Context: an optimization exercise on an open-source flow, tuned for small area. The choices shown serve that exercise and are no tape-out recipe.
The RTL was checked by simulation tests, not by an equivalence proof against the original design.
The clock port is modelled as an ideal driver, which makes a skipped or thinned clock tree look cheaper than it is; a real chip needs a root buffer or a tree.
Power figures rest on the tool's default switching activity, not on a simulated workload.

===== flow/config.mk =====
export PLATFORM = sky130hd
export DESIGN_NAME = main
export DESIGN_NICKNAME = main
export VERILOG_FILES = /design/flow/design.v
export SDC_FILE = /design/flow/constraint.sdc
export NUM_CORES = 4
export LEC_CHECK = 0
export CAP_MARGIN = 20
export CORE_MARGIN = 2
export CORE_UTILIZATION = 40
export SLEW_MARGIN = 20

===== flow/constraint.sdc =====
create_clock -name core_clock -period 10.0 [get_ports {clk}]
set_input_delay 2.0000 -clock core_clock [delete_from_list [all_inputs] [get_ports {clk}]]
set_output_delay 2.0000 -clock core_clock [all_outputs]
set_load 0.01 [all_outputs]

===== flow/design.v =====
`timescale 1ns / 1ps
module main (
    input wire clk,
    input wire reset,
    input wire Entry_sensor,
    input wire Exit_sensor,
    input wire [1:0] Exit_parking,
    output wire Full_light,
    output wire Door_Open_light,
    output reg [3:0] parkings,
    output [4:0] seven_seg,
    output [7:0] seg_data
);
  localparam IDLE_F = 3'b000, IDLE_D = 3'b010, CHECK_ENTRY = 3'b001, CHECK_EXIT = 3'b011,
             FULL_0 = 3'b101, FULL = 3'b100, DOOR_0 = 3'b111, DOOR = 3'b110;
  reg [2:0] state;
  reg [11:0] cnt;             
  reg [5:0] blocks;           
  reg full_phase, door_phase;
  reg [9:0] refresh_counter;
  reg [1:0] digit_select;
  reg started;
  wire [3:0] sel;
  reg [2:0] shown;
  wire timing = state[2] & ~state[0];
  wire door = state[1];
  wire in_full = timing & ~door;
  wire in_door = timing & door;
  assign Full_light = blocks[0] & ~door;
  assign Door_Open_light = blocks[0] & door;
  wire wrap = cnt[9] & cnt[8] & cnt[7] & cnt[5] &
              (door ? (cnt[6] & cnt[3]) : (cnt[11] & cnt[10]));
  wire period_end = cnt[9] & cnt[8] & cnt[7] & cnt[4] &
      (door ? (door_phase ? (blocks[5] & blocks[3] & cnt[2] & cnt[1])
                          : (blocks[5] & blocks[2] & blocks[1] & blocks[0] & cnt[5] & cnt[3] & cnt[2] & cnt[1] & cnt[0]))
            : (full_phase ? (blocks[2] & blocks[1] & cnt[11] & cnt[10] & cnt[1])
                          : (blocks[2] & blocks[0] & cnt[11] & cnt[10] & cnt[3] & cnt[0])));
  wire [11:0] start = door ? (door_phase ? 12'd960 : 12'd0) : (full_phase ? 12'd3994 : 12'd0);
  reg [2:0] next_state;
  reg [3:0] next_parkings;
  always @(*) begin
    next_state = state;
    next_parkings = parkings;
    case (state)
      IDLE_F, IDLE_D: begin
        if (~Entry_sensor) next_state = CHECK_ENTRY;
        else if (~Exit_sensor) next_state = CHECK_EXIT;
      end
      CHECK_ENTRY: begin
        next_parkings = parkings | {&parkings[2:0], &parkings[1:0], parkings[0], 1'b1};
        next_state = (&parkings) ? FULL_0 : DOOR_0;
      end
      CHECK_EXIT: begin
        next_parkings = parkings & ~(4'b0001 << Exit_parking);
        next_state = parkings[Exit_parking] ? DOOR_0 : IDLE_D;
      end
      FULL_0: next_state = FULL;
      DOOR_0: next_state = DOOR;
      FULL: if (period_end) next_state = IDLE_F;
      DOOR: if (period_end) next_state = IDLE_D;
      default: next_state = IDLE_F;
    endcase
  end
  always @(posedge clk or posedge reset) begin
    if (reset) parkings <= 4'b0000;
    else parkings <= next_parkings;
  end
  always @(posedge clk) begin
    if (reset) state <= IDLE_F;
    else state <= next_state;
  end
  always @(posedge clk) begin
    if (timing) cnt <= wrap ? 12'd0 : cnt + 12'd1;
    else cnt <= start;
  end
  wire [5:0] next_blocks = timing ? blocks + {5'd0, wrap} : 6'd0;
  always @(posedge clk or posedge reset) begin
    if (reset) blocks[0] <= 1'b0;
    else blocks[0] <= next_blocks[0];
  end
  always @(posedge clk) blocks[5:1] <= next_blocks[5:1];
  always @(posedge clk) begin
    if (reset) begin
      full_phase <= 1'b0;
      door_phase <= 1'b0;
    end else begin
      if (in_full & period_end) full_phase <= ~full_phase;
      if (in_door & period_end) door_phase <= ~door_phase;
    end
  end
  wire tick = refresh_counter == 10'd496;
  wire strobe_free = refresh_counter == 10'd248;
  wire strobe_location = refresh_counter == 10'd124;
  always @(posedge clk) begin
    if (reset | tick) refresh_counter <= 10'd0;
    else refresh_counter <= {refresh_counter[8:0], ~(refresh_counter[9] ^ refresh_counter[6])};
  end
  always @(posedge clk or posedge reset) begin
    if (reset) begin
      digit_select <= 2'd0;
      started <= 1'b0;
    end else begin
      digit_select <= digit_select + {1'b0, tick};
      started <= started | tick;
    end
  end
  assign sel = {digit_select == 2'd1, digit_select == 2'd2, digit_select == 2'd3,
                started & (digit_select == 2'd0)};
  wire [2:0] free_code, location_code;
  assign free_code[0] = (parkings == 4'd0) | (parkings == 4'd1) | (parkings == 4'd2) | (parkings == 4'd3) | (parkings == 4'd4) | (parkings == 4'd5) | (parkings == 4'd6) | (parkings == 4'd8) | (parkings == 4'd9) | (parkings == 4'd10) | (parkings == 4'd12);
  assign free_code[1] = (parkings == 4'd1) | (parkings == 4'd2) | (parkings == 4'd3) | (parkings == 4'd4) | (parkings == 4'd5) | (parkings == 4'd6) | (parkings == 4'd7) | (parkings == 4'd8) | (parkings == 4'd9) | (parkings == 4'd10) | (parkings == 4'd11) | (parkings == 4'd12) | (parkings == 4'd13) | (parkings == 4'd14);
  assign free_code[2] = (parkings == 4'd3) | (parkings == 4'd5) | (parkings == 4'd6) | (parkings == 4'd9) | (parkings == 4'd10) | (parkings == 4'd12);
  assign location_code[0] = (parkings == 4'd3) | (parkings == 4'd7) | (parkings == 4'd11);
  assign location_code[1] = (parkings == 4'd1) | (parkings == 4'd3) | (parkings == 4'd5) | (parkings == 4'd7) | (parkings == 4'd9) | (parkings == 4'd11) | (parkings == 4'd13) | (parkings == 4'd15);
  assign location_code[2] = (parkings == 4'd3) | (parkings == 4'd11) | (parkings == 4'd15);
  always @(posedge clk) begin
    if (strobe_free && sel[3]) shown <= free_code;
    else if (strobe_location && sel[1]) shown <= location_code;
  end
  assign seven_seg = {1'b0, sel};
  wire [7:0] seg =
    (~(sel[2] | sel[0])) ? 8'b00111111 :
    (shown == 3'd0) ? 8'b00111111 :
    (shown == 3'd1) ? 8'b01100110 :
    (shown == 3'd2) ? 8'b00000110 :
    (shown == 3'd3) ? 8'b01001111 :
    (shown == 3'd4) ? 8'b00000000 :
    (shown == 3'd5) ? 8'b00000000 :
    (shown == 3'd6) ? 8'b01000000 :
    8'b01011011;
  assign seg_data = seg;
endmodule

===== flow/flow/run.sh =====
#!/bin/bash
# Own layout flow: the standard flow (standard.sh) with three changes:
#  - synthesis maps logic with an area-oriented abc script (flow/area_synth.tcl,
#    flow/area.abc) and without ORFS's adder extraction; registers are unchanged;
#  - ports are buffered with sky130_fd_sc_hd__buf_1;
#  - clock tree synthesis runs with the options in flow/cts.args.
# make's full output goes to flow.log in the work folder; ORFS keeps each
# step's own log under orfs/logs/.
set -euo pipefail
here=$(pwd)
export AREA_ABC_SCRIPT="$here/flow/area.abc"
bash standard.sh \
  "SYNTH_SCRIPT=$here/flow/area_synth.tcl" \
  "ADDER_MAP_FILE=" \
  "BUFFER_PORTS_ARGS=-buffer_cell sky130_fd_sc_hd__buf_1" \
  "CTS_ARGS=$(cat "$here/flow/cts.args")" \
  finish > "$here/flow.log" 2>&1

===== flow/flow/area.abc =====
&get -n
&st
&dch -f
&if -K 4
&st
&dch -f
&nf -R 1000
&put

===== flow/flow/area_synth.tcl =====
# The standard synthesis script, with one change: abc maps the logic with
# an area-oriented script (flow/area.abc) instead of ORFS's speed script.
# Registers are mapped before abc runs, so they are the standard synthesis's.
proc synth {args} { yosys synth -nofsm -noshare {*}$args }
proc abc {args} {
  set i [lsearch -exact $args -script]
  if {$i >= 0} { lset args [expr {$i + 1}] $::env(AREA_ABC_SCRIPT) }
  yosys abc {*}$args
}
source $::env(SCRIPTS_DIR)/synth.tcl
# left out here: clear keep_hierarchy, flatten, clean up, hide names made inside functions, write 1_2_yosys.v

===== flow/flow/cts.args =====
-dont_use_dummy_load -buf_list sky130_fd_sc_hd__clkbuf_8 -root_buf sky130_fd_sc_hd__clkbuf_8

===== flow/standard.sh =====
#!/bin/bash
# synth_recipe.tcl (not shown) runs the flow's synth.tcl, then flattens the netlist and writes it again
# the make line also repeats each setting of config.mk as NAME=value (left out here)
make -C /OpenROAD-flow-scripts/flow DESIGN_CONFIG=/design/flow/config.mk WORK_HOME=/design/flow/orfs CLKGATE_MAP_FILE= SYNTH_SCRIPT=/design/flow/synth_recipe.tcl "${@:-finish}"

==> results of run 1 <==
## final timing paths
path | cells past startpoint | end | from
worst max-delay path | 5 | seg_data[0] | digit_select[0]
worst min-delay path | 1 | blocks[4] | blocks[4]
worst max register to register | 9 | blocks[5] | state[1]
worst min register to register | 1 | blocks[4] | blocks[4]
max in group asynchronous | 2 | blocks[0] | reset
min in group asynchronous | 2 | digit_select[0] | reset
## routing by layer
| layer | part of all wire | track usage | vias up |
|---|---|---|---|
| met5 | 0 | 0 | - |
| met4 | 0.016 | 0.0617 | 0 |
| met3 | 0.036 | 0.0414 | 8 |
| met1 | 0.49 | 0.172 | 715 |
| li1 | - | - | 805 |
| met2 | 0.45 | 0.238 | 28 |
## cell usage in the layout, fill, tap and decap left out, types with 12 or more instances in the layout
cell type   n
nor2_1     21
buf_1      22
dfxtp_1    32
a21oi_1    14
o21ai_0    12
nor3_1     13
nand2_1    24
and2_0     13
## flip-flops by register name (all words and copies together) (netlist names)
| register | flops |
|---|---|
| blocks | 6 |
| cnt | 12 |
| digit_select | 2 |
| door_phase | 1 |
| full_phase | 1 |
| parkings | 4 |
| refresh_counter | 10 |
| shown | 3 |
| started | 1 |
| state | 3 |
## power groups by stage
stage	Combinational, mW	Clock (mW)	Sequential [mW]
after detailed placement	0.0600	0	0.207
after global routing	0.0690	0.107	0.207
after floorplan	0.0429	0	0.205
after global placement	0.0596	0	0.207
after CTS	0.0603	0.100	0.203
final	0.0595	0.0964	0.204
## final cells by class
type	instances	area, um2	share of cell area
inverter	4	15.0	0.00714
timing repair buffer	22	82.6	0.0393
clock buffer	5	68.8	0.0327
tap	54	67.6	0.0321
sequential	43	931	0.443
multi-input combinational	165	938	0.446
## cell families (layout without fill, tap and decap cells)
family | Yosys count | in the layout
other cells | 1 | 2
flops | 43 | 43
fa+ha+maj | 1 | 1
buf+inv | 7 | 31
simple gates | 108 | 108
xor+xnor | 9 | 9
mux | 3 | 3
compound gates | 42 | 42
==> implementation parameters, run 1 <==
Parameter                              Value

Clocking
  Clock tree from TritonCTS ... yes
  CTS HTree Levels ... 2
  Post-CTS Setup Inserts ... 0
  Clock buffer depth ... 2
  Total number of clock tree sinks ... 43
  Clock buffer count from CTS ... 5
  Clk root buf ... clkbuf_8
  Clock-pin slew reported for the worst setup and hold paths after clock tree synthesis ... 0.08 ns
  Latest clock arrival within the worst-skew pair ... 0.29 ns
  CTS resizes ... 0
  Quantity of hold-fixing buffers added after cts ... 0

Finish
  Number of standard cells in the final layout excluding fillers ... 293
  Number of filler cells placed in the layout ... 477
  Post-route core utilization ... 0.451
  Layout Cell Area excl Fill ... 2100 um2
  Area added between synthesis and finish ... 10.5%
  Antenna fix cells ... 0
  Final #Nets ... 247
  Proportion of layout cells with a drive suffix above 1 ... 0.0251

Floorplanning
  Core box area ... 4660 um2
  Standard-cell rows ... 25
  Boundary Pins ... 25
  Die Wd ... 73.0 um
  Effective utilization at floorplan ... 0.408
  Die outline area ... around 5300 um2
  Die boundary height ... between 70 and 80 um

Critical path
  Slowest CP cell ... dfrtp_1
  Largest stage delay, worst path ... ~0.43 ns
  Total buffers and inverters traversed by the critical path ... 1
  CP Class ... reg2out
  Nature of the critical path startpoint ... flop
  CP top delay family ... simple AND/OR/NAND/NOR gates
  Arrival time of the worst setup path ... 1.62 ns
  Worst reg-to-reg setup slack ... 7.90 ns
  Crit path required time ... 8.00 ns
  Cells along the critical path ... nor3b_1, or2_0, o31a_1, nand2_1, buf_1
  Critical path peak fanout ... 6
  Critical Path Sink Type ... output pin

Power and ir drop
  Static leakage ... 0.759 nW
  Sequential share of power ... 0.566
  Internal power ... roughly 0.26 mW
  Sw frac ... 0.290
  Power per standard cell area ... between 150 and 200 nW/um2
  Overall power of the completed layout ... 0.360 mW
  Power spent charging and discharging nets ... 0.104 mW
  Clock share of power ... 0.268
  Worst ir drop on vdd ... 0.0664 mV
  Logic pwr share ... 0.165

Yosys
  Flops & latches, synth ... 43
  Number of standard cells after synthesis ... 214
  Simple-gate area share of the yosys netlist ... 0.287
  Share of the synthesized area in the top cell type ... 0.337
  Proportion of synthesized flip-flops having asynchronous set or reset ... 0.186
  Largest family of logic cells by synthesized area ... simple AND/OR/NAND/NOR gates
  Number of flops mapped to enable cells by yosys ... 3
  Synth Area in Compound Gates ... 0.132
  Cell with the most instances after synthesis ... dfxtp_1
  Xor and xnor fraction of the mapped netlist area ... 0.0414
  Syn_area_per_cell ... 8.89 um2
  Distinct cells, synth ... 39
  Post-synthesis instance area ... 1900 um2
  Synthesized-area fraction occupied by adder cells ... 0.00526
  Top post-synthesis cells by area ... dfxtp_1 34%, dfrtp_1 11%, edfxtp_1 4.7%
  Post-synth top area cell ... dfxtp_1
  Sequential element share of the synthesized area ... 0.489
  Mux share of post-synthesis cell area ... 0.0237
  Flip-flop cell with the highest count after synthesis ... dfxtp_1
  Synthesis Warnings ... 1
  Ranking of synthesized cells by instance count ... 32 x dfxtp_1, 24 x nand2_1, 21 x nor2_1, 14 x a21oi_1

Timing
  Endpoints failing setup ... 0
  Count of final hold-check violations ... 0
  Setup TNS after final layout ... 0 ns
  Maximum clock frequency ... 0.276 GHz
  Final Cycle Share ... 0.362
  Layout Skew ... 0.0114 ns
  Tightest slew margin relative to the limit ... 0.560
  RSZ-0062 raised after global routing ... false
  Slew at the pin closest to its max-slew limit ... around 0.66 ns
  Max-slew violation count ... 0
  Final worst hold slack ... around 0.46 ns
  Worst path setup slack after routing ... ~6.4 ns
  Minimum clock period ... around 3.6 ns

Placed design
  Number of buffers inserted by port buffering ... 22
  GP Congestion ... 0.814
  Worst setup slack after placement ... about 6.6 ns
  Placed insts ... 288
  Dpl hpwl ... 2620 um
  Cell Area, Placed ... 2030 um2

GRT
  Maximum number of pins on one net before global-route repair ... 14
  Total congestion overflow after global routing ... 0
  Global Route Usage Sum ... 0.143
  First-pass GRT wire length ... 5890 um
  Vias in the first global route ... around 1400
  Antenna violations before repair ... 0

Hold path
  Worst Hold Class ... reg2reg

Detailed routing
  Via count of the routed design ... around 1600
  Post-route antenna net violation count ... 0
  Total Routed Length ... about 3600 um
  Via density per instance ... 5.31
  Number of optimization iterations in the first detailed-route pass ... 4
  DRC violations left ... 0
  Drt first-iter violations ... 62
  Routed wire length per instance ... 12.3 um

Outcome
  Run status ... finished clean

Job
  Number of max-capacitance violations reported ... 0
==> inputs of run 2 (changes only) <==
--- a/flow/flow/run.sh
+++ b/flow/flow/run.sh
@@ -3,7 +3,8 @@
 #  - synthesis maps logic with an area-oriented abc script (flow/area_synth.tcl,
 #    flow/area.abc) and without ORFS's adder extraction; registers are unchanged;
 #  - ports are buffered with sky130_fd_sc_hd__buf_1;
-#  - clock tree synthesis runs with the options in flow/cts.args.
+#  - clock tree synthesis runs with the options in flow/cts.args, and
+#    flow/post_cts.tcl then upsizes any clock buffer whose sinks see a slow edge.
 # make's full output goes to flow.log in the work folder; ORFS keeps each
 # step's own log under orfs/logs/.
 set -euo pipefail
@@ -14,4 +15,5 @@
   "ADDER_MAP_FILE=" \
   "BUFFER_PORTS_ARGS=-buffer_cell sky130_fd_sc_hd__buf_1" \
   "CTS_ARGS=$(cat "$here/flow/cts.args")" \
+  "POST_CTS_TCL=$here/flow/post_cts.tcl" \
   finish > "$here/flow.log" 2>&1
==> flow/flow/cts.args (replaced) <==
-dont_use_dummy_load -buf_list sky130_fd_sc_hd__clkbuf_4 -root_buf sky130_fd_sc_hd__clkbuf_4
==> flow/flow/post_cts.tcl (new file) <==
# Runs at the end of the clock tree step (POST_CTS_TCL): a clock-tree buffer
# whose flip-flops would see a clock edge slower than 100 ps (placement
# estimate) is upsized to clkbuf_8, then placement is legalised again.
estimate_parasitics -placement
set upsized 0
foreach inst [get_cells clkbuf_*] {
  set out [get_pins -of_objects $inst -filter "direction==output"]
  set net [get_nets -of_objects $out]
  set worst 0.0
  foreach pin [get_pins -of_objects $net -filter "direction==input"] {
    foreach edge {rise fall} {
      set s [expr {[sta::time_ui_sta [get_property $pin slew_max_$edge]] * 1e12}]
      if {$s > $worst} { set worst $s }
    }
  }
  puts "clock buffer [get_full_name $inst] [get_property $inst ref_name]: slowest sink edge [format %.1f $worst] ps"
  if {$worst > 100.0} {
    replace_cell $inst sky130_fd_sc_hd__clkbuf_8
    incr upsized
  }
}
puts "upsized $upsized clock buffers"
if {$upsized > 0} {
  detailed_placement
  check_placement -verbose
  estimate_parasitics -placement
}
--- a/flow/config.mk
+++ b/flow/config.mk
@@ -8,4 +8,5 @@
 export CAP_MARGIN = 20
 export CORE_MARGIN = 2
 export CORE_UTILIZATION = 40
+export PLACE_DENSITY = 0.85
 export SLEW_MARGIN = 20
==> run 2 against run 1 <==
Against the previous run:
- largest cell class unchanged
- combinational power increased by 0.7%
- global-route usage about the same
- sequential cell count unchanged
- still clean on timing, DRC and antenna
- final cell count unchanged
- first-iteration DRC count increased by 23%
- utilization decreased by 0.27 points
- total power decreased by 2.2%
- critical path depth unchanged
- non-clock buffer count unchanged
==> implementation parameters, run 2 <==
Parameter                              Value

Floorplanning
  Core box area ... 4660 um2 (unchanged)
  Boundary Pins ... 25 (unchanged)
  Die outline area ... 5330 um2 (unchanged)
  Die Wd ... 73.0 um (unchanged)
  Effective utilization at floorplan ... 0.408 (unchanged)
  Standard-cell rows ... 25 (unchanged)
  Die boundary height ... 73.0 um (unchanged)

Timing
  Maximum clock frequency ... 0.270 GHz (-2.1%)
  Count of final hold-check violations ... 0 (unchanged)
  Max-slew violation count ... 0 (unchanged)
  Minimum clock period ... 3.70 ns (+0.0780 ns)
  Final Cycle Share ... 0.370 (+0.00780)
  Slew at the pin closest to its max-slew limit ... 0.611 ns (-0.0485 ns)
  Tightest slew margin relative to the limit ... 0.592 (+0.0323)
  RSZ-0062 raised after global routing ... false
  Layout Skew ... 0.0281 ns (+0.0167 ns)
  Endpoints failing setup ... 0 (unchanged)
  Setup TNS after final layout ... 0 ns (unchanged)

Yosys
  Xor and xnor fraction of the mapped netlist area ... 0.0414 (unchanged)
  Largest family of logic cells by synthesized area ... simple AND/OR/NAND/NOR gates
  Ranking of synthesized cells by instance count ... 32 x dfxtp_1, 24 x nand2_1, 21 x nor2_1, 14 x a21oi_1
  Number of standard cells after synthesis ... 214 (unchanged)
  Post-synth top area cell ... dfxtp_1
  Proportion of synthesized flip-flops having asynchronous set or reset ... 0.186 (unchanged)
  Cell with the most instances after synthesis ... dfxtp_1
  Sequential element share of the synthesized area ... 0.489 (unchanged)
  Mux share of post-synthesis cell area ... 0.0237 (unchanged)
  Flip-flop cell with the highest count after synthesis ... dfxtp_1
  Synthesized-area fraction occupied by adder cells ... 0.00526 (unchanged)
  Syn_area_per_cell ... 8.89 um2 (unchanged)
  Post-synthesis instance area ... 1900 um2 (unchanged)
  Synthesis Warnings ... 1 (unchanged)
  Synth Area in Compound Gates ... 0.132 (unchanged)
  Flops & latches, synth ... 43 (unchanged)
  Share of the synthesized area in the top cell type ... 0.337 (unchanged)
  Top post-synthesis cells by area ... dfxtp_1 34%, dfrtp_1 11%, edfxtp_1 4.7%
  Simple-gate area share of the yosys netlist ... 0.287 (unchanged)
  Number of flops mapped to enable cells by yosys ... 3 (unchanged)
  Distinct cells, synth ... 39 (unchanged)

Clocking
  Clock tree from TritonCTS ... yes
  Latest clock arrival within the worst-skew pair ... 0.35 ns (+0.06 ns)
  Total number of clock tree sinks ... 43 (unchanged)
  Clock-pin slew reported for the worst setup and hold paths after clock tree synthesis ... 0.09 ns (about the same)

Critical path
  CP Class ... reg2out
  Arrival time of the worst setup path ... 1.70 ns (+0.08 ns)
  Crit path required time ... 8.00 ns (about the same)
  Critical path peak fanout ... 6 (unchanged)
  Nature of the critical path startpoint ... flop
  Critical Path Sink Type ... output pin

Placed design
  Number of buffers inserted by port buffering ... 22 (unchanged)
  GP Congestion ... 0.777 (-4.5%)
  Dpl hpwl ... 2610 um (-0.56%)

Power and ir drop
  Internal power ... 0.247 mW (-3.4%)
  Sw frac ... 0.299 (+0.00872)
  Logic pwr share ... 0.170 (+0.005)
  Worst ir drop on vdd ... 0.0776 mV (+17%)
  Power spent charging and discharging nets ... 0.105 mW (+0.71%)
  Power per standard cell area ... 168 nW/um2 (-1.6%)
  Static leakage ... 0.754 nW (-0.68%)
  Sequential share of power ... 0.578 (+0.012)
  Clock share of power ... 0.251 (-0.017)

Finish
  Number of filler cells placed in the layout ... 456 (-4.4%)
  Flip-flop count of the largest register, all copies and words added ... 12 (unchanged)
  Area added between synthesis and finish ... 9.86%
  Proportion of layout cells with a drive suffix above 1 ... 0.0251 (unchanged)
  Antenna fix cells ... 0 (unchanged)
  Final #Nets ... 247 (unchanged)
  Post-route core utilization ... 0.449 (-0.00268)
  Largest registers ... cnt (12), refresh_counter (10), blocks (6)
  Register with the highest flop count ... cnt
  Commonest non-fill, non-tap cell in the layout ... dfxtp_1
  Commonest non-fill, non-tap cells in the layout ... 32 x dfxtp_1, 24 x nand2_1, 22 x buf_1

GRT
  Global Route Usage Sum ... 0.143 (about the same)
  Vias in the first global route ... 1407 (+2.1%)
  Antenna violations before repair ... 0 (unchanged)
  First-pass GRT wire length ... 6020 um (+2.3%)
  Maximum number of pins on one net before global-route repair ... 14 (unchanged)
  Total congestion overflow after global routing ... 0 (unchanged)

Detailed routing
  Drt first-iter violations ... 76 (+23%)
  Via count of the routed design ... 1573 (+1.1%)
  Number of optimization iterations in the first detailed-route pass ... 4 (unchanged)
  DRC violations left ... 0 (unchanged)
  Total Routed Length ... 3540 um (-1.5%)
  Post-route antenna net violation count ... 0 (unchanged)
  Via density per instance ... 5.37 (+1.1%)
  Routed wire length per instance ... 12.1 um (-1.5%)

Job
  Number of max-capacitance violations reported ... 0 (unchanged)

Hold path
  Worst Hold Class ... reg2reg

Outcome
  Run status ... finished clean
-- run 2: cell counts after synthesis --
No cell type changed its count.
-- run 2: critical path: stages (launching register included) --
cell and delay, ns:
dfrtp_1 0.44, nor3b_1 0.26, or2_0 0.27, o31a_1 0.20
nand2_1 0.07, buf_1 0.12
-- run 2: logic make-up (layout without fill, tap and decap cells) --
kind of cell | after synthesis | count (layout)
AOI/OAI and AO/OA | 42 | 42
xor gates and xnor gates | 9 | 9
adders and majority gates | 1 | 1
buffers and inverters | 7 | 31
DFF | 43 | 43
muxes | 3 | 3
other | 1 | 2
and+or+nand+nor | 108 | 108
-- run 2: final cells by class --
cell class                 count  area, um2  share of cell area
inverter                       4       15.0             0.00718
sequential                    43        931               0.445
multi-input combinational    165        938               0.449
timing repair buffer          22       82.6              0.0395
tap                           54       67.6              0.0323
clock buffer                   5       56.3              0.0269
-- run 2: worst paths after layout --
kind | start | to | slack, ns | cells after the start
setup reg to reg | state[1] | blocks[5] | 7.93 | 9
hold / removal | blocks[4] | blocks[4] | 0.46 | 1
setup / recovery | digit_select[0] | seg_data[3] | 6.30 | 5
max in group asynchronous | reset | digit_select[1] | 8.04 | 2
min in group asynchronous | reset | parkings[3] | 1.73 | 2
hold reg to reg | blocks[4] | blocks[4] | 0.46 | 1
-- run 2: per-layer routing --
metal | GRT usage | up-vias | wire, um
met5 | 0 | - | 0
met4 | 0.0432 | 0 | 31
met3 | 0.0511 | 4 | 167
met2 | 0.225 | 32 | 1650
met1 | 0.186 | 729 | 1690
li1 | - | 808 | -
-- run 2: per-stage QoR --
stage	power (mW)	instances	hold slack, ns	setup slack, ns	instance area (um2)
2_1_floorplan	0.248	215	0.427	6.54	1910
3_3_place_gp	0.265	288	0.439	6.67	2030
3_5_place_dp	0.267	288	0.448	6.65	2030
5_1_grt	0.371	293	0.499	6.16	2090
6_report	0.352	293	0.461	6.30	2090
-- run 2: power groups by stage --
stage / registers [mW] / clock network (mW) / logic, mW
final: 0.203 / 0.0883 / 0.0599
after floorplan: 0.205 / 0 / 0.0429
after global placement: 0.207 / 0 / 0.0580
after global routing: 0.205 / 0.0982 / 0.0675
after detailed placement: 0.207 / 0 / 0.0599
==> inputs of run 3 (changes only) <==
--- a/flow/flow/post_cts.tcl
+++ b/flow/flow/post_cts.tcl
@@ -1,5 +1,5 @@
 # Runs at the end of the clock tree step (POST_CTS_TCL): a clock-tree buffer
-# whose flip-flops would see a clock edge slower than 100 ps (placement
+# whose flip-flops would see a clock edge slower than 110 ps (placement
 # estimate) is upsized to clkbuf_8, then placement is legalised again.
 estimate_parasitics -placement
 set upsized 0
@@ -14,7 +14,7 @@
     }
   }
   puts "clock buffer [get_full_name $inst] [get_property $inst ref_name]: slowest sink edge [format %.1f $worst] ps"
-  if {$worst > 100.0} {
+  if {$worst > 110.0} {
     replace_cell $inst sky130_fd_sc_hd__clkbuf_8
     incr upsized
   }
==> run 3 against run 2 <==
Against the previous run:
- sequential cell count unchanged
- worst setup slack improved by 0.022 ns
- worst hold slack got worse by 0.00054 ns
- register-to-register slack got worse by 0.03 ns
- global-route usage down 0.26 points
- count of clock-buffer cells in the layout unchanged
- utilization fell by 0.13 points
- total power fell by 1.6%
- clock power down 6.3%
- die area did not move
- non-clock buffer count did not move
==> implementation parameters, run 3 <==
Parameter                              Value

Outcome
  Run status ... finished clean

Finish
  Final #Nets ... 247 (unchanged)
  Layout Cell Area excl Fill ... 2080 um2 (-0.30%)
  Register with the highest flop count ... cnt
  Area added between synthesis and finish ... 9.53%
  Commonest non-fill, non-tap cells in the layout ... 32 x dfxtp_1, 24 x nand2_1, 22 x buf_1
  Largest registers ... cnt (12), refresh_counter (10), blocks (6)
  Flip-flop count of the largest register, all copies and words added ... 12 (unchanged)
  Proportion of layout cells with a drive suffix above 1 ... 0.0251 (unchanged)
  Commonest non-fill, non-tap cell in the layout ... dfxtp_1
  Antenna fix cells ... 0 (unchanged)

Timing
  Final worst hold slack ... 0.460 ns (-0.000544 ns)
  Count of final hold-check violations ... 0 (unchanged)
  Setup TNS after final layout ... 0 ns (unchanged)
  Endpoints failing setup ... 0 (unchanged)
  Maximum clock frequency ... 0.272 GHz (+0.61%)
  Slew at the pin closest to its max-slew limit ... 0.593 ns (-0.0183 ns)
  Worst path setup slack after routing ... 6.32 ns (+0.0224 ns)
  Tightest slew margin relative to the limit ... 0.602 (+0.00915)
  Layout Skew ... 0.0254 ns (-0.00266 ns)
  Final Cycle Share ... 0.368 (-0.00224)
  Minimum clock period ... 3.68 ns (-0.0224 ns)
  RSZ-0062 raised after global routing ... false
  Max-slew violation count ... 0 (unchanged)

Power and ir drop
  Worst ir drop on vdd ... 0.0793 mV (+2.2%)
  Power per standard cell area ... 166 nW/um2 (-1.3%)
  Overall power of the completed layout ... 0.346 mW (-1.6%)
  Static leakage ... 0.751 nW (-0.34%)

Yosys
  Syn_area_per_cell ... 8.89 um2 (unchanged)
  Flip-flop cell with the highest count after synthesis ... dfxtp_1
  Synthesis Warnings ... 1 (unchanged)
  Post-synthesis instance area ... 1900 um2 (unchanged)
  Cell with the most instances after synthesis ... dfxtp_1
  Number of standard cells after synthesis ... 214 (unchanged)
  Post-synth top area cell ... dfxtp_1
  Share of the synthesized area in the top cell type ... 0.337 (unchanged)
  Flops & latches, synth ... 43 (unchanged)
  Number of flops mapped to enable cells by yosys ... 3 (unchanged)
  Ranking of synthesized cells by instance count ... 32 x dfxtp_1, 24 x nand2_1, 21 x nor2_1, 14 x a21oi_1
  Proportion of synthesized flip-flops having asynchronous set or reset ... 0.186 (unchanged)
  Top post-synthesis cells by area ... dfxtp_1 34%, dfrtp_1 11%, edfxtp_1 4.7%
  Distinct cells, synth ... 39 (unchanged)
  Sequential element share of the synthesized area ... 0.489 (unchanged)

Placed design
  Number of buffers inserted by port buffering ... 22 (unchanged)
  Worst setup slack after placement ... 6.65 ns (unchanged)
  GP Congestion ... 0.777 (unchanged)
  Dpl hpwl ... 2610 um (unchanged)
  Cell Area, Placed ... 2030 um2 (unchanged)

Clocking
  Total number of clock tree sinks ... 43 (unchanged)
  Clock tree from TritonCTS ... yes
  Clock-pin slew reported for the worst setup and hold paths after clock tree synthesis ... 0.09 ns (about the same)
  Latest clock arrival within the worst-skew pair ... 0.35 ns (about the same)

Detailed routing
  Number of optimization iterations in the first detailed-route pass ... 4 (unchanged)
  DRC violations left ... 0 (unchanged)
  Via count of the routed design ... 1568 (-0.32%)
  Post-route antenna net violation count ... 0 (unchanged)
  Total Routed Length ... 3540 um (about the same)
  Via density per instance ... 5.35 (-0.32%)
  Routed wire length per instance ... 12.1 um (about the same)
  Drt first-iter violations ... 90 (+18%)

Critical path
  CP Class ... reg2out
  Critical path peak fanout ... 6 (unchanged)
  Nature of the critical path startpoint ... flop
  Crit path required time ... 8.00 ns (about the same)
  Arrival time of the worst setup path ... 1.68 ns (-0.02 ns)
  Critical Path Sink Type ... output pin

Floorplanning
  Standard-cell rows ... 25 (unchanged)
  Die Wd ... 73.0 um (unchanged)
  Effective utilization at floorplan ... 0.408 (unchanged)
  Die boundary height ... 73.0 um (unchanged)
  Boundary Pins ... 25 (unchanged)
  Die outline area ... 5330 um2 (unchanged)
  Core box area ... 4660 um2 (unchanged)

GRT
  Antenna violations before repair ... 0 (unchanged)
  First-pass GRT wire length ... 6000 um (-0.45%)
  Global Route Usage Sum ... 0.141 (-0.00261)
  Total congestion overflow after global routing ... 0 (unchanged)
  Vias in the first global route ... 1406 (-0.071%)
  Maximum number of pins on one net before global-route repair ... 14 (unchanged)

Job
  Number of max-capacitance violations reported ... 0 (unchanged)

Hold path
  Worst Hold Class ... reg2reg
==> run 3: cell counts after synthesis <==
Identical to the previous run, type by type.
==> run 3: final cells by class <==
class	count	area, um2
tap	54	67.6
timing repair buffer	22	82.6
sequential	43	931
multi-input combinational	165	938
fill	455	2580
inverter	4	15.0
clock buffer	5	50.0
==> run 3: kinds of logic after synthesis <==
family | count (synthesis) | share of synthesized area
compound gates | 42 | 0.132
xor+xnor | 9 | 0.0414
fa+ha+maj | 1 | 0.00526
buf+inv | 7 | 0.0197
flops | 43 | 0.489
mux | 3 | 0.0237
other cells | 1 | 0.00197
simple gates | 108 | 0.287
==> run 3: final timing paths <==
path,startpoint,end,slack [ns],depth (start not counted)
worst min-delay path,blocks[4],blocks[4],0.46,1
worst min register to register,blocks[4],blocks[4],0.46,1
min in group asynchronous,reset,parkings[2],1.74,2
max in group asynchronous,reset,digit_select[1],8.02,2
worst max-delay path,digit_select[0],seg_data[3],6.32,5
worst max register to register,cnt[1],cnt[10],7.90,7
==> run 3: layer usage <==
layer	global-route usage	vias to the layer above	share of wire
met5	0	-	0
met4	0.0494	0	0.0068
met3	0.0345	2	0.031
met2	0.225	28	0.48
met1	0.186	732	0.48
li1	-	806	-
==> run 3: critical path: stages (launching register included) <==
cell,delay (ns)
dfrtp_1,0.44
nor3b_1,0.26
or2_0,0.27
o31a_1,0.20
nand2_1,0.07
buf_1,0.12
==> run 3: report_power, final <==
group / switching [mW] / internal [mW]
Sequential: 0.0181 / 0.185
Clock: 0.0506 / 0.0321
Combinational: 0.0350 / 0.0250
Total: 0.104 / 0.242
==> run 3: per-stage QoR <==
stage / std cells / util
6_report: 293 / 0.447
5_1_grt: 293 / 0.447
3_5_place_dp: 288 / 0.437
3_3_place_gp: 288 / 0.437
2_1_floorplan: 215 / -
==> inputs of run 4 (changes only) <==
==> flow/flow/area.abc (replaced) <==
&get -n
&st
&dch -f
&if -K 4
&st
&dch -f
&nf -R 1000
&put
&get -n
&st
&dch -f
&nf -R 1000
&put
==> run 4 against run 3 <==
Against the previous run:
- non-clock buffer count unchanged
- register-to-register slack about the same
- utilization up 1.7 points
- total power up 0.96%
- count of clock-buffer cells in the layout unchanged
- clock skew up 0.0025 ns
- critical path type unchanged
- critical endpoint is now seg_data[0]
- largest cell class is now sequential cells
==> implementation parameters, run 4 <==
Parameter                              Value

Yosys
  Proportion of synthesized flip-flops having asynchronous set or reset ... 0.186 (unchanged)
  Post-synth top area cell ... dfxtp_1
  Distinct cells, synth ... 34 (-13%)
  Sequential element share of the synthesized area ... 0.494 (+0.00487)
  Ranking of synthesized cells by instance count ... 32 x dfxtp_1, 27 x nand2_1, 20 x nor2_1, 18 x a21oi_1, 13 x o21ai_0
  Top post-synthesis cells by area ... dfxtp_1 34%, dfrtp_1 11%, nand2_1 5.4%
  Post-synthesis instance area ... 1880 um2 (-0.99%)
  Syn_area_per_cell ... 8.81 um2 (-0.99%)
  Flip-flop cell with the highest count after synthesis ... dfxtp_1
  Number of standard cells after synthesis ... 214 (unchanged)
  Number of flops mapped to enable cells by yosys ... 3 (unchanged)
  Flops & latches, synth ... 43 (unchanged)
  Synthesis Warnings ... 1 (unchanged)
  Cell with the most instances after synthesis ... dfxtp_1
  Share of the synthesized area in the top cell type ... 0.340 (+0.00335)

Finish
  Commonest non-fill, non-tap cells in the layout ... 32 x dfxtp_1, 27 x nand2_1, 22 x buf_1
  Final #Nets ... 247 (unchanged)
  Largest registers ... cnt (12), refresh_counter (10), blocks (6)
  Layout Cell Area excl Fill ... 2060 um2 (-1.0%)
  Flip-flop count of the largest register, all copies and words added ... 12 (unchanged)
  Register with the highest flop count ... cnt
  Proportion of layout cells with a drive suffix above 1 ... 0.0251 (unchanged)
  Number of standard cells in the final layout excluding fillers ... 291 (-0.68%)
  Antenna fix cells ... 0 (unchanged)
  Area added between synthesis and finish ... 9.50% (about the same)
  Commonest non-fill, non-tap cell in the layout ... dfxtp_1

Placed design
  Dpl hpwl ... 2750 um (+5.4%)
  GP Congestion ... 0.866 (+11%)
  Cell Area, Placed ... 2010 um2 (-1.0%)
  Number of buffers inserted by port buffering ... 22 (unchanged)
  Worst setup slack after placement ... 6.60 ns (-0.0467 ns)
  Placed insts ... 286 (-0.69%)

Timing
  Slew at the pin closest to its max-slew limit ... 0.525 ns (-0.0681 ns)
  Worst path setup slack after routing ... 6.26 ns (-0.0670 ns)
  Minimum clock period ... 3.74 ns (+0.0670 ns)
  Final Cycle Share ... 0.374 (+0.00670)
  Tightest slew margin relative to the limit ... 0.650 (+0.0479)
  Maximum clock frequency ... 0.267 GHz (-1.8%)
  Setup TNS after final layout ... 0 ns (unchanged)
  Count of final hold-check violations ... 0 (unchanged)
  RSZ-0062 raised after global routing ... false
  Final worst hold slack ... 0.469 ns (+0.00908 ns)
  Endpoints failing setup ... 0 (unchanged)
  Layout Skew ... 0.0279 ns (+0.00248 ns)
  Max-slew violation count ... 0 (unchanged)

Power and ir drop
  Power per standard cell area ... 169 nW/um2 (+2.0%)
  Static leakage ... 0.786 nW (+4.6%)
  Worst ir drop on vdd ... 0.0673 mV (-15%)

Clocking
  Total number of clock tree sinks ... 43 (unchanged)
  Clock tree from TritonCTS ... yes
  Clock-pin slew reported for the worst setup and hold paths after clock tree synthesis ... 0.08 ns (about the same)
  Latest clock arrival within the worst-skew pair ... 0.36 ns (about the same)

Critical path
  Critical path peak fanout ... 6 (unchanged)
  Startpoint of the most critical register-to-register path ... cnt[1]
  CP Class ... reg2out
  Nature of the critical path startpoint ... flop
  Critical Path End ... seg_data[0]
  Critical Path Sink Type ... output pin
  Worst reg-to-reg setup slack ... 7.89 ns (about the same)
  Terminus of the critical flop-to-flop path ... cnt[10]
  Register-to-Register Path Depth ... 8 (+1)
  Arrival time of the worst setup path ... 1.74 ns (+0.06 ns)
  Crit path required time ... 8.00 ns (about the same)
  Worst Setup SP ... digit_select[0]

GRT
  First-pass GRT wire length ... 6240 um (+4.1%)
  Vias in the first global route ... 1482 (+5.4%)
  Maximum number of pins on one net before global-route repair ... 17 (+3)
  Global Route Usage Sum ... 0.152 (+0.0109)
  Total congestion overflow after global routing ... 0 (unchanged)
  Antenna violations before repair ... 0 (unchanged)

Floorplanning
  Boundary Pins ... 25 (unchanged)
  Die outline area ... 5280 um2 (-0.93%)
  Standard-cell rows ... 24 (-4.0%)
  Effective utilization at floorplan ... 0.424 (+0.0157)
  Core box area ... 4440 um2 (-4.6%)
  Die boundary height ... 72.6 um (-0.47%)
  Die Wd ... 72.6 um (-0.47%)

Detailed routing
  Post-route antenna net violation count ... 0 (unchanged)
  Total Routed Length ... 3670 um (+3.8%)
  Drt first-iter violations ... 84 (-6.7%)
  Via count of the routed design ... 1601 (+2.1%)
  DRC violations left ... 0 (unchanged)
  Routed wire length per instance ... 12.6 um (+4.5%)
  Number of optimization iterations in the first detailed-route pass ... 4 (unchanged)
  Via density per instance ... 5.50 (+2.8%)

Job
  Number of max-capacitance violations reported ... 0 (unchanged)

Outcome
  Run status ... finished clean

Hold path
  Worst Hold Class ... reg2reg
## run 4: cell types whose count changed after synthesis, sizes merged, moves of 2 or more
cell	change
a21oi	+4
xor2	-3
and2	-7
a211oi	-2
and3	+8
nor3	-3
nand4	+2
nand2	+3
## run 4: cells by family after synthesis
group / Yosys count / share of synthesized area
flops: 43 / 0.494
xor+xnor: 6 / 0.0279
compound gates: 46 / 0.143
buf+inv: 6 / 0.0179
mux: 2 / 0.0179
simple gates: 110 / 0.297
other cells: 1 / 0.00199
## run 4: metal layers
layer / up-vias / track usage / routed length, um
met5: - / 0 / 0
met4: 0 / 0.0679 / 70
met3: 8 / 0.0511 / 169
met2: 37 / 0.249 / 1700
met1: 744 / 0.179 / 1730
li1: 812 / - / -
## run 4: where the power goes
part	internal, mW	leakage (nW)	total (mW)	switching, mW
clock network	0.0320	0.0282	0.0844	0.0524
logic	0.0244	0.374	0.0619	0.0375
registers	0.185	0.384	0.203	0.0177
total	0.242	0.786	0.349	0.108
## run 4: area by class of cell
type / count / area [um2]
clock buffers: 5 / 50.0
fillers: 420 / 2380
well taps: 52 / 65.1
repair buffers: 22 / 82.6
multi-input cells: 166 / 923
flip-flops and latches: 43 / 931
inverters: 3 / 11.3
## run 4: stage by stage
stage	util	total power, mW
floorplan	-	0.247
global placement	0.453	0.264
detailed placement	0.453	0.268
global route	0.464	0.369
finish	0.464	0.349
## run 4: worst max-delay path: stages, from the launching register on
cell,delay (ns)
dfrtp_1,0.43
nor3b_1,0.25
or2_0,0.26
o21ai_0,0.16
nand2_1,0.11
nand2_1,0.07
buf_1,0.13
## run 4: worst min-delay path by stage
| stage | endpoint | start | cells after the start | slack [ns] |
|---|---|---|---|---|
| global route | refresh_counter[1] | refresh_counter[0] | 1 | 0.50 |
| floorplan | started | started | 1 | 0.43 |
| global placement | started | started | 1 | 0.45 |
| detailed placement | started | started | 1 | 0.45 |
| finish | started | started | 1 | 0.47 |
==> inputs of run 5 (changes only) <==
==> flow/flow/run.sh (replaced) <==
#!/bin/bash
set -euo pipefail
here=$(pwd)
export AREA_ABC_SCRIPT="$here/flow/area.abc"
bash standard.sh \
  "SYNTH_SCRIPT=$here/flow/area_synth.tcl" \
  "ADDER_MAP_FILE=" \
  "BUFFER_PORTS_ARGS=-buffer_cell sky130_fd_sc_hd__buf_1" \
  "CTS_ARGS=$(cat "$here/flow/cts.args")" \
  "POST_CTS_TCL=$here/flow/post_cts.tcl" \
  finish > "$here/flow.log" 2>&1
==> flow/flow/area.abc (replaced) <==
&get -n
&st
&dch -f
&if -K 4
&st
&dch -f
&nf -R 1000
&put
&get -n
&st
&dch
&nf -R 1000
&put
==> flow/flow/post_cts.tcl (replaced) <==
# Runs at the end of the clock tree step (POST_CTS_TCL).
# 1. A clock-tree buffer whose flip-flops would see a clock edge slower than
#    110 ps (placement estimate) is upsized to clkbuf_8.
estimate_parasitics -placement
set changed 0
foreach inst [get_cells clkbuf_*] {
  set out [get_pins -of_objects $inst -filter "direction==output"]
  set net [get_nets -of_objects $out]
  set worst 0.0
  foreach pin [get_pins -of_objects $net -filter "direction==input"] {
    foreach edge {rise fall} {
      set s [expr {[sta::time_ui_sta [get_property $pin slew_max_$edge]] * 1e12}]
      if {$s > $worst} { set worst $s }
    }
  }
  puts "clock buffer [get_full_name $inst] [get_property $inst ref_name]: slowest sink edge [format %.1f $worst] ps"
  if {$worst > 110.0} {
    replace_cell $inst sky130_fd_sc_hd__clkbuf_8
    incr changed
  }
}
puts "upsized $changed clock buffers"

set root [get_cells -quiet clkbuf_0_clk]
if {[llength $root] == 1} {
  set in_net [get_nets -of_objects [get_pins clkbuf_0_clk/A]]
  set out_net [get_nets -of_objects [get_pins clkbuf_0_clk/X]]
  set loads [get_pins -of_objects $out_net -filter "direction==input"]
  set port_loads [get_pins -quiet -of_objects $in_net -filter "direction==input"]
  set all_buffers 1
  foreach pin $loads {
    if {![string match "sky130_fd_sc_hd__clkbuf_*" [get_property [get_cells -of_objects $pin] ref_name]]} { set all_buffers 0 }
  }
  if {[get_full_name $in_net] eq "clk" && [llength $port_loads] == 1 && [llength $loads] <= 4 && $all_buffers} {
    foreach pin $loads {
      disconnect_pin $out_net $pin
      connect_pin $in_net $pin
    }
    disconnect_pin $in_net clkbuf_0_clk/A
    delete_instance clkbuf_0_clk
    incr changed
    puts "removed the root clock buffer; the clock port drives [llength $loads] clock buffers"
  }
}

if {$changed > 0} {
  detailed_placement
  check_placement -verbose
  estimate_parasitics -placement
}
==> run 5 against run 4 <==
Against the previous run:
- still clean on timing, DRC and antenna
- clock skew shrank 0.0023 ns
- count of clock-buffer cells in the layout down 1
- non-clock buffer count stayed put
- critical path type unchanged
- critical endpoint unchanged
- largest power group unchanged
- highest routed layer unchanged
==> implementation parameters, run 5 <==
Parameter                              Value

Outcome
  Run status ... finished clean

Yosys
  Flops & latches, synth ... 43 (unchanged)
  Share of the synthesized area in the top cell type ... 0.338 (-0.00157)
  Post-synth top area cell ... dfxtp_1
  Post-synthesis instance area ... 1890 um2 (+0.46%)
  Cell with the most instances after synthesis ... dfxtp_1
  Ranking of synthesized cells by instance count ... 32 x dfxtp_1, 28 x nand2_1, 17 x nor2_1, 17 x o21ai_0, 16 x a21oi_1
  Number of flops mapped to enable cells by yosys ... 3 (unchanged)
  Distinct cells, synth ... 34 (unchanged)
  Flip-flop cell with the highest count after synthesis ... dfxtp_1
  Synthesis Warnings ... 1 (unchanged)
  Sequential element share of the synthesized area ... 0.492 (-0.00229)
  Number of standard cells after synthesis ... 218 (+1.9%)
  Top post-synthesis cells by area ... dfxtp_1 34%, dfrtp_1 11%, nand2_1 5.6%
  Proportion of synthesized flip-flops having asynchronous set or reset ... 0.186 (unchanged)
  Syn_area_per_cell ... 8.68 um2 (-1.4%)

Critical path
  Total buffers and inverters traversed by the critical path ... 1 (unchanged)
  CP Class ... reg2out
  Critical Path Sink Type ... output pin
  CP top delay family ... simple AND/OR/NAND/NOR gates
  Worst reg-to-reg setup slack ... 7.96 ns (+0.07 ns)
  Cells along the critical path ... nor3b_1, or2_0, o21ai_0, nand2_1, nand2_1, buf_1
  Critical path peak fanout ... 6 (unchanged)
  Crit path required time ... 8.00 ns (about the same)
  Nature of the critical path startpoint ... flop
  Arrival time of the worst setup path ... 1.65 ns (-0.09 ns)
  Most common cell type on the critical path ... nand2_1
  Slowest CP cell ... dfrtp_1
  Terminus of the critical flop-to-flop path ... cnt[10]
  Largest stage delay, worst path ... 0.45 ns (+0.02 ns)
  Startpoint of the most critical register-to-register path ... cnt[1]
  Register-to-Register Path Depth ... 8 (unchanged)

Finish
  Antenna fix cells ... 0 (unchanged)
  Final #Nets ... 251 (+1.6%)
  Commonest non-fill, non-tap cell in the layout ... dfxtp_1
  Commonest non-fill, non-tap cells in the layout ... 32 x dfxtp_1, 28 x nand2_1, 22 x buf_1
  Register with the highest flop count ... cnt
  Number of filler cells placed in the layout ... 452 (+7.6%)
  Proportion of layout cells with a drive suffix above 1 ... 0.0207 (-0.00444)
  Flip-flop count of the largest register, all copies and words added ... 12 (unchanged)
  Post-route core utilization ... 0.446 (-0.0178)
  Area added between synthesis and finish ... 9.19%
  Layout Cell Area excl Fill ... 2070 um2 (+0.18%)
  Largest registers ... cnt (12), refresh_counter (10), blocks (6)

Floorplanning
  Die boundary height ... 72.8 um (+0.22%)
  Core box area ... 4630 um2 (+4.2%)
  Die Wd ... 72.8 um (+0.22%)
  Effective utilization at floorplan ... 0.409 (-0.0151)
  Boundary Pins ... 25 (unchanged)
  Die outline area ... 5300 um2 (+0.44%)
  Standard-cell rows ... 25 (+4.2%)

Placed design
  Dpl hpwl ... 2680 um (-2.5%)
  GP Congestion ... 0.880 (+1.5%)
  Cell Area, Placed ... 2020 um2 (+0.56%)
  Number of buffers inserted by port buffering ... 22 (unchanged)

GRT
  First-pass GRT wire length ... 6000 um (-3.9%)
  Maximum number of pins on one net before global-route repair ... 16 (-1)
  Total congestion overflow after global routing ... 0 (unchanged)
  Global Route Usage Sum ... 0.142 (-0.00972)
  Antenna violations before repair ... 0 (unchanged)
  Vias in the first global route ... 1402 (-5.4%)

Timing
  Slew at the pin closest to its max-slew limit ... 0.497 ns (-0.0276 ns)
  Final worst hold slack ... 0.463 ns (-0.00608 ns)
  Maximum clock frequency ... 0.274 GHz (+2.7%)
  Count of final hold-check violations ... 0 (unchanged)
  Setup TNS after final layout ... 0 ns (unchanged)
  Minimum clock period ... 3.65 ns (-0.0984 ns)
  Tightest slew margin relative to the limit ... 0.666 (+0.0168)
  Max-slew violation count ... 0 (unchanged)
  Final Cycle Share ... 0.365 (-0.00984)
  Layout Skew ... 0.0256 ns (-0.00231 ns)
  Endpoints failing setup ... 0 (unchanged)
  RSZ-0062 raised after global routing ... false

Detailed routing
  DRC violations left ... 0 (unchanged)
  Drt first-iter violations ... 79 (-6.0%)
  Via count of the routed design ... 1642 (+2.6%)
  Total met3 wirelength after detailed routing ... 149 um (-12%)
  Number of optimization iterations in the first detailed-route pass ... 4 (unchanged)
  Routed wire length per instance ... 12.3 um (-2.5%)
  Total Routed Length ... 3640 um (-0.84%)
  Top sig layer ... met4
  Routed length on met2 ... 1780 um (+4.7%)
  Post-route antenna net violation count ... 0 (unchanged)
  Met1 wire length ... 1670 um (-3.8%)
  Via density per instance ... 5.55 (+0.83%)

Hold path
  Worst Hold Depth ... 1 (unchanged)
  Worst Hold Class ... reg2reg
  Worst Hold Launch ... started
  Hold endpoint ... started

Clocking
  Clock-pin slew reported for the worst setup and hold paths after clock tree synthesis ... 0.10 ns (+0.02 ns)
  Total number of clock tree sinks ... 43 (unchanged)
  Latest clock arrival within the worst-skew pair ... 0.16 ns (-0.20 ns)

Power and ir drop
  Power per standard cell area ... 154 nW/um2 (-9.3%)
  Worst ir drop on vdd ... 0.0518 mV (-23%)
  Static leakage ... 0.767 nW (-2.4%)

Job
  Number of max-capacitance violations reported ... 0 (unchanged)
-- run 5: cell types whose count changed after synthesis, sizes merged, moves of 2 or more --
cell	delta
and2	+3
nand3	+4
nor4	+2
nand4	-4
a21oi	-2
nor2	-3
o21ai	+4
-- run 5: layout make-up --
cell class,instances,area (um2),share of cell area
Inverter,4,15.0,0.00726
Clock buffer,4,42.5,0.0206
Sequential cell,43,931,0.450
Multi-Input combinational cell,169,928,0.449
Tap cell,54,67.6,0.0327
Timing Repair Buffer,22,82.6,0.0400
-- run 5: per-stage QoR --
step           total power, mW  setup WS (ns)  cells
3_3_place_gp             0.250           6.64    292
5_1_grt                  0.335           6.16    296
6_report                 0.317           6.35    296
3_5_place_dp             0.252           6.56    292
2_1_floorplan            0.235           6.37    219
-- run 5: worst max path at each step --
stage / slack [ns] / end / start / cells after the start
finish: 6.35 / seg_data[0] / digit_select[0] / 6
global route: 6.16 / seg_data[0] / digit_select[0] / 6
detailed placement: 6.56 / seg_data[0] / digit_select[0] / 6
global placement: 6.64 / state[2] / Exit_parking[0] / 5
floorplan: 6.37 / seg_data[3] / digit_select[0] / 6
-- run 5: logic make-up after synthesis --
group           synth area share
simple gates               0.297
compound gates             0.150
xor+xnor                  0.0278
other cells              0.00198
mux                       0.0119
flops                      0.492
buf+inv                   0.0198
-- run 5: where the power goes --
part	internal, mW	leakage [nW]	switching (mW)
registers	0.183	0.382	0.0149
logic	0.0203	0.361	0.0294
clock network	0.0279	0.0236	0.0413
-- run 5: metal layers --
metal | GRT usage | vias to the layer above
met2 | 0.238 | 42
met4 | 0.0391 | 0
li1 | - | 830
met3 | 0.0414 | 4
met1 | 0.178 | 766
met5 | 0 | -
==> inputs of run 6 (changes only) <==
==> flow/flow/area.abc (replaced) <==
&get -n
&st
&dch -f
&if -K 4
&st
&dch -f
&nf -R 1000
&put
&get -n
&st
&dch -f
&nf -R 1000
&put
&get -n
&st
&dch -f
&nf -R 1000
&put
&get -n
&st
&dch -f
&nf -R 1000
&put
==> run 6 against run 5 <==
Against the previous run:
- still clean on timing, DRC and antenna
- area after synthesis fell by 0.86%
- via count down 4.9%
- clock power grew 0.6%
- cell area decreased by 0.91%
- first-iteration DRC count rose by 22%
- critical path type unchanged
- largest cell class unchanged
- largest power group unchanged
==> implementation parameters, run 6 <==
Parameter                              Value

Yosys
  Flops & latches, synth ... 43 (unchanged)
  Number of flops mapped to enable cells by yosys ... 3 (unchanged)
  Top post-synthesis cells by area ... dfxtp_1 34%, dfrtp_1 11%, nand2_1 5.2%
  Proportion of synthesized flip-flops having asynchronous set or reset ... 0.186 (unchanged)
  Distinct cells, synth ... 34 (unchanged)
  Number of standard cells after synthesis ... 214 (-1.8%)
  Syn_area_per_cell ... 8.77 um2 (+0.99%)
  Cell with the most instances after synthesis ... dfxtp_1
  Post-synth top area cell ... dfxtp_1
  Sequential element share of the synthesized area ... 0.496 (+0.00426)
  Synthesis Warnings ... 1 (unchanged)
  Flip-flop cell with the highest count after synthesis ... dfxtp_1
  Share of the synthesized area in the top cell type ... 0.341 (+0.00293)
  Post-synthesis instance area ... 1880 um2 (-0.86%)
  Ranking of synthesized cells by instance count ... 32 x dfxtp_1, 26 x nand2_1, 23 x nor2_1, 17 x o21ai_0, 15 x a21oi_1

Detailed routing
  Number of optimization iterations in the first detailed-route pass ... 4 (unchanged)
  Via density per instance ... 5.39 (-2.9%)
  DRC violations left ... 0 (unchanged)
  Drt first-iter violations ... 96 (+22%)
  Via count of the routed design ... 1562 (-4.9%)
  Total Routed Length ... 3490 um (-4.1%)
  Post-route antenna net violation count ... 0 (unchanged)
  Routed wire length per instance ... 12.0 um (-2.1%)

Critical path
  Crit path required time ... 8.00 ns (about the same)
  CP Class ... reg2out
  Critical path peak fanout ... 6 (unchanged)
  Arrival time of the worst setup path ... 1.57 ns (-0.08 ns)
  Nature of the critical path startpoint ... flop
  Critical Path Sink Type ... output pin

Finish
  Area of combinational cells with multiple inputs ... 920 um2 (-0.94%)
  Number of filler cells placed in the layout ... 431 (-4.6%)
  Seq. cell area ... 931 um2 (unchanged)
  Antenna fix cells ... 0 (unchanged)
  Final #Nets ... 247 (-1.6%)
  Layout Cell Area excl Fill ... 2050 um2 (-0.91%)
  Largest registers ... cnt (12), refresh_counter (10), blocks (6)
  Proportion of layout cells with a drive suffix above 1 ... 0.0210 (+0.000347)
  Commonest non-fill, non-tap cell in the layout ... dfxtp_1
  Flip-flop count of the largest register, all copies and words added ... 12 (unchanged)
  Area added between synthesis and finish ... 9.13% (about the same)
  Register with the highest flop count ... cnt
  Commonest non-fill, non-tap cells in the layout ... 32 x dfxtp_1, 26 x nand2_1, 23 x nor2_1

Timing
  Layout Skew ... 0.0173 ns (-0.00834 ns)
  Endpoints failing setup ... 0 (unchanged)
  Minimum clock period ... 3.57 ns (-0.0726 ns)
  Tightest slew margin relative to the limit ... 0.624 (-0.0429)
  RSZ-0062 raised after global routing ... false
  Maximum clock frequency ... 0.280 GHz (+2.0%)
  Setup TNS after final layout ... 0 ns (unchanged)
  Count of final hold-check violations ... 0 (unchanged)
  Final Cycle Share ... 0.357 (-0.00726)
  Slew at the pin closest to its max-slew limit ... 0.564 ns (+0.0666 ns)
  Max-slew violation count ... 0 (unchanged)

Power and ir drop
  Static leakage ... 0.778 nW (+1.4%)
  Sw frac ... 0.288 (+0.0181)
  Internal power ... 0.239 mW (+3.3%)
  Clock share of power ... 0.207 (-0.011)
  Power per standard cell area ... 164 nW/um2 (+6.8%)
  Power spent charging and discharging nets ... 0.0967 mW (+13%)
  Sequential share of power ... 0.609 (-0.016)
  Logic pwr share ... 0.184 (+0.027)
  Worst ir drop on vdd ... 0.0754 mV (+46%)

Floorplanning
  Boundary Pins ... 25 (unchanged)
  Die boundary height ... 72.5 um (-0.41%)
  Effective utilization at floorplan ... 0.422 (+0.0134)
  Standard-cell rows ... 24 (-4.0%)
  Core box area ... 4440 um2 (-4.0%)
  Die outline area ... 5260 um2 (-0.81%)
  Die Wd ... 72.5 um (-0.41%)

GRT
  Global Route Usage Sum ... 0.142 (about the same)
  Vias in the first global route ... 1416 (+1.0%)
  Antenna violations before repair ... 0 (unchanged)
  Maximum number of pins on one net before global-route repair ... 19 (+3)
  First-pass GRT wire length ... 6030 um (+0.45%)
  Total congestion overflow after global routing ... 0 (unchanged)

Placed design
  GP Congestion ... 0.827 (-6.0%)
  Dpl hpwl ... 2580 um (-3.7%)
  Number of buffers inserted by port buffering ... 22 (unchanged)
  Cell Area, Placed ... 2010 um2 (-0.93%)

Clocking
  Clock-pin slew reported for the worst setup and hold paths after clock tree synthesis ... 0.07 ns (-0.03 ns)
  Latest clock arrival within the worst-skew pair ... 0.16 ns (about the same)
  Total number of clock tree sinks ... 43 (unchanged)

Hold path
  Worst Hold Class ... reg2reg

Job
  Number of max-capacitance violations reported ... 0 (unchanged)

Outcome
  Run status ... finished clean
## run 6: cell count changes after synthesis, sizes merged, moves of 3 or more
cell / before / now
and2: 9 / 6
nand3: 12 / 8
nand4: 2 / 5
nor2: 17 / 23
nor4: 3 / 0
## run 6: worst paths after layout
| check | cells after the start | slack (ns) | endpoint | start |
|---|---|---|---|---|
| max in group asynchronous | 2 | 7.78 | digit_select[0] | reset |
| setup / recovery | 6 | 6.43 | seg_data[0] | digit_select[0] |
| setup reg to reg | 8 | 7.86 | cnt[10] | cnt[0] |
| hold reg to reg | 1 | 0.47 | started | started |
| min in group asynchronous | 2 | 1.95 | blocks[0] | reset |
| hold / removal | 1 | 0.47 | started | started |
## run 6: power by group through the flow
stage / sequential (mW) / combinational, mW / clock, mW
floorplan: 0.207 / 0.0429 / 0
global placement: 0.208 / 0.0604 / 0
detailed placement: 0.208 / 0.0616 / 0
global route: 0.207 / 0.0695 / 0.0779
finish: 0.205 / 0.0618 / 0.0696
## run 6: final cells by class
class,instances,share of cell area
Tap cell,52,0.0318
Sequential cell,43,0.454
Multi-Input combinational cell,167,0.449
Timing Repair Buffer,22,0.0403
Inverter,2,0.00367
Clock buffer,4,0.0208
## run 6: per-layer routing
layer  GRT usage  up-vias  routed length, um
li1            -      807                  -
met1       0.182      713               1720
met2       0.243       37               1580
met3      0.0292        5                154
met4      0.0412        0                 38
met5           0        -                  0
## run 6: cells by family (layout without fill, tap and decap cells)
kind of cell	Yosys count	count (layout)	share of synthesized area
AOI/OAI and AO/OA	48	48	0.151
xor gates and xnor gates	7	7	0.0327
buffers and inverters	5	28	0.0160
DFF	43	43	0.496
muxes	1	1	0.0120
other	1	2	0.00200
and+or+nand+nor	109	109	0.290
## run 6: critical path, stage by stage (launching register included)
cell	delay [ns]
dfrtp_1	0.44
nor3b_1	0.25
or2_0	0.28
o21ai_0	0.18
nand2_1	0.11
nand2_1	0.06
buf_1	0.12
## run 6: stage by stage
stage / setup WS [ns] / hold slack [ns] / util / total power, mW / std cells
6_report: 6.43 / 0.473 / 0.461 / 0.336 / 290
5_1_grt: 6.24 / 0.493 / 0.461 / 0.354 / 290
3_5_place_dp: 6.59 / 0.453 / 0.451 / 0.270 / 286
3_3_place_gp: 6.70 / 0.452 / 0.451 / 0.268 / 286
2_1_floorplan: 6.37 / 0.425 / - / 0.250 / 215
==> inputs of run 7 (changes only) <==
--- a/flow/design.v
+++ b/flow/design.v
@@ -89,8 +89,6 @@
     end
   end
   wire tick = refresh_counter == 10'd496;
-  wire strobe_free = refresh_counter == 10'd248;
-  wire strobe_location = refresh_counter == 10'd124;
   always @(posedge clk) begin
     if (reset | tick) refresh_counter <= 10'd0;
     else refresh_counter <= {refresh_counter[8:0], ~(refresh_counter[9] ^ refresh_counter[6])};
@@ -114,8 +112,7 @@
   assign location_code[1] = (parkings == 4'd1) | (parkings == 4'd3) | (parkings == 4'd5) | (parkings == 4'd7) | (parkings == 4'd9) | (parkings == 4'd11) | (parkings == 4'd13) | (parkings == 4'd15);
   assign location_code[2] = (parkings == 4'd3) | (parkings == 4'd11) | (parkings == 4'd15);
   always @(posedge clk) begin
-    if (strobe_free && sel[3]) shown <= free_code;
-    else if (strobe_location && sel[1]) shown <= location_code;
+    if ((sel[3] | (sel[1] & (state != DOOR_0))) & ~tick) shown <= digit_select[1] ? location_code : free_code;
   end
   assign seven_seg = {1'b0, sel};
   wire [7:0] seg =
==> run 7 against run 6 <==
Against the previous run:
- worst setup slack got worse by 0.057 ns
- worst hold slack worse by 0.039 ns
- global-route usage grew 0.16 points
- critical path depth unchanged
- synthesized cell count is 5.1% lower
- non-clock buffer count unchanged
- die area decreased by 2.0%
- clock power up 1%
- utilization decreased by 0.25 points
- sequential share of layout area grew 0.88 points
- cell area down 1.9%
- critical path type unchanged
- critical endpoint unchanged
- largest cell class unchanged
==> implementation parameters, run 7 <==
Parameter                              Value

Finish
  Register with the highest flop count ... cnt
  Area added between synthesis and finish ... 9.33%
  Proportion of layout cells with a drive suffix above 1 ... 0.0220 (+0.00102)
  Final #Nets ... 236 (-4.5%)
  Largest registers ... cnt (12), refresh_counter (10), blocks (6)

Detailed routing
  Number of optimization iterations in the first detailed-route pass ... 4 (unchanged)
  Total Routed Length ... 3410 um (-2.3%)
  Post-route antenna net violation count ... 0 (unchanged)
  DRC violations left ... 0 (unchanged)
  Via density per instance ... 5.43 (+0.82%)
  Routed wire length per instance ... 12.2 um (+1.6%)

Timing
  RSZ-0062 raised after global routing ... false
  Maximum clock frequency ... 0.275 GHz (-1.6%)
  Tightest slew margin relative to the limit ... 0.499 (-0.124)
  Count of final hold-check violations ... 0 (unchanged)
  Slew at the pin closest to its max-slew limit ... 0.741 ns (+0.177 ns)
  Max-slew violation count ... 0 (unchanged)
  Layout Skew ... 0.0326 ns (+0.0153 ns)
  Setup TNS after final layout ... 0 ns (unchanged)
  Minimum clock period ... 3.63 ns (+0.0575 ns)
  Endpoints failing setup ... 0 (unchanged)

Critical path
  Arrival time of the worst setup path ... 1.63 ns (+0.06 ns)
  CP Class ... reg2out
  Critical Path Sink Type ... output pin
  Worst reg-to-reg setup slack ... 7.80 ns (-0.06 ns)
  Critical path peak fanout ... 11 (+5)
  Register-to-Register Path Depth ... 9 (+1)

Yosys
  Proportion of synthesized flip-flops having asynchronous set or reset ... 0.186 (unchanged)
  Syn_area_per_cell ... 9.05 um2 (+3.2%)
  Flip-flop cell with the highest count after synthesis ... dfxtp_1
  Share of the synthesized area in the top cell type ... 0.349 (+0.00720)
  Distinct cells, synth ... 34 (unchanged)
  Ranking of synthesized cells by instance count ... 32 x dfxtp_1, 20 x nand2_1, 18 x a21oi_1, 17 x nor2_1, 16 x o21ai_0
  Number of standard cells after synthesis ... 203 (-5.1%)
  Sequential element share of the synthesized area ... 0.506 (+0.0105)
  Flops & latches, synth ... 43 (unchanged)
  Cell with the most instances after synthesis ... dfxtp_1
  Post-synthesis instance area ... 1840 um2 (-2.1%)
  Synthesis Warnings ... 1 (unchanged)

Floorplanning
  Die boundary height ... 71.8 um (-0.99%)
  Die Wd ... 71.8 um (-0.99%)
  Die outline area ... 5150 um2 (-2.0%)
  Effective utilization at floorplan ... 0.419 (-0.00306)
  Standard-cell rows ... 24 (unchanged)

Power and ir drop
  Power spent charging and discharging nets ... 0.0890 mW (-8.0%)
  Static leakage ... 0.733 nW (-5.7%)
  Logic pwr share ... 0.152 (-0.032)
  Power per standard cell area ... 161 nW/um2 (-2.0%)
  Worst ir drop on vdd ... 0.0696 mV (-7.8%)
  Sw frac ... 0.276 (-0.0123)
  Overall power of the completed layout ... 0.323 mW (-3.8%)
  Internal power ... 0.234 mW (-2.2%)
  Sequential share of power ... 0.629 (+0.020)
  Clock share of power ... 0.218 (+0.011)

GRT
  Maximum number of pins on one net before global-route repair ... 16 (-3)
  Global Route Usage Sum ... 0.144 (+0.00159)
  First-pass GRT wire length ... 5980 um (-0.80%)
  Antenna violations before repair ... 0 (unchanged)
  Total congestion overflow after global routing ... 0 (unchanged)
  Met2 capacity usage during global routing ... 0.229 (-0.0132)
  Met3 GRT Util ... 0.0267 (-0.00244)

Outcome
  Run status ... finished clean

Clocking
  Latest clock arrival within the worst-skew pair ... 0.17 ns (about the same)
  Clock-pin slew reported for the worst setup and hold paths after clock tree synthesis ... 0.11 ns (+0.04 ns)
  Total number of clock tree sinks ... 43 (unchanged)

Placed design
  Dpl hpwl ... 2510 um (-2.5%)
  Number of buffers inserted by port buffering ... 22 (unchanged)
  GP Congestion ... 0.810 (-2.1%)

Job
  Number of max-capacitance violations reported ... 0 (unchanged)

Hold path
  Worst Hold Depth ... 1 (unchanged)
  Worst Hold Class ... reg2reg
-- run 7: power groups by stage --
stage | clock (mW) | sequential, mW | combinational (mW)
6_report | 0.0705 | 0.203 | 0.0492
5_1_grt | 0.0788 | 0.206 | 0.0550
3_5_place_dp | 0 | 0.207 | 0.0486
3_3_place_gp | 0 | 0.206 | 0.0476
2_1_floorplan | 0 | 0.205 | 0.0339
-- run 7: critical path: stages (launching register included) --
cell and delay (ns):
dfrtp_1 0.50, nor3b_1 0.28, or2_0 0.24, o21ai_0 0.16, nand2_1 0.10, nand2_1 0.06
buf_1 0.12
-- run 7: metrics by stage --
step | cell area (um2) | setup slack [ns] | hold WS [ns] | util | instances
after floorplan | 1840 | 6.35 | 0.431 | - | 204
after detailed placement | 1970 | 6.55 | 0.452 | 0.449 | 275
final | 2010 | 6.37 | 0.433 | 0.458 | 279
after global placement | 1970 | 6.67 | 0.447 | 0.449 | 275
after global routing | 2010 | 6.18 | 0.451 | 0.458 | 279
-- run 7: per-layer routing --
| metal | share of wire | vias up |
|---|---|---|
| met4 | 0.0073 | 0 |
| li1 | - | 771 |
| met1 | 0.48 | 711 |
| met5 | 0 | - |
| met2 | 0.47 | 29 |
| met3 | 0.039 | 4 |
-- run 7: path summary, 6_finish.rpt --
kind | to | startpoint
min in group asynchronous | digit_select[1] | reset
worst min-delay path | refresh_counter[3] | refresh_counter[2]
max in group asynchronous | parkings[2] | reset
worst max-delay path | seg_data[0] | digit_select[1]
worst min register to register | refresh_counter[3] | refresh_counter[2]
worst max register to register | cnt[10] | cnt[0]
-- run 7: cell families after synthesis --
kind of cell    Yosys count  share of synthesized area
buf+inv                   4                     0.0143
xor+xnor                  6                     0.0286
mux                       1                     0.0123
simple gates            100                      0.283
compound gates           48                      0.153
flops                    43                      0.506
other cells               1                    0.00204
-- run 7: cell type report --
type                       count  area (um2)
fill                         439        2370
sequential                    43         931
multi-input combinational    157         885
timing repair buffer          22        82.6
tap                           52        65.1
clock buffer                   4        42.5
inverter                       1        3.75
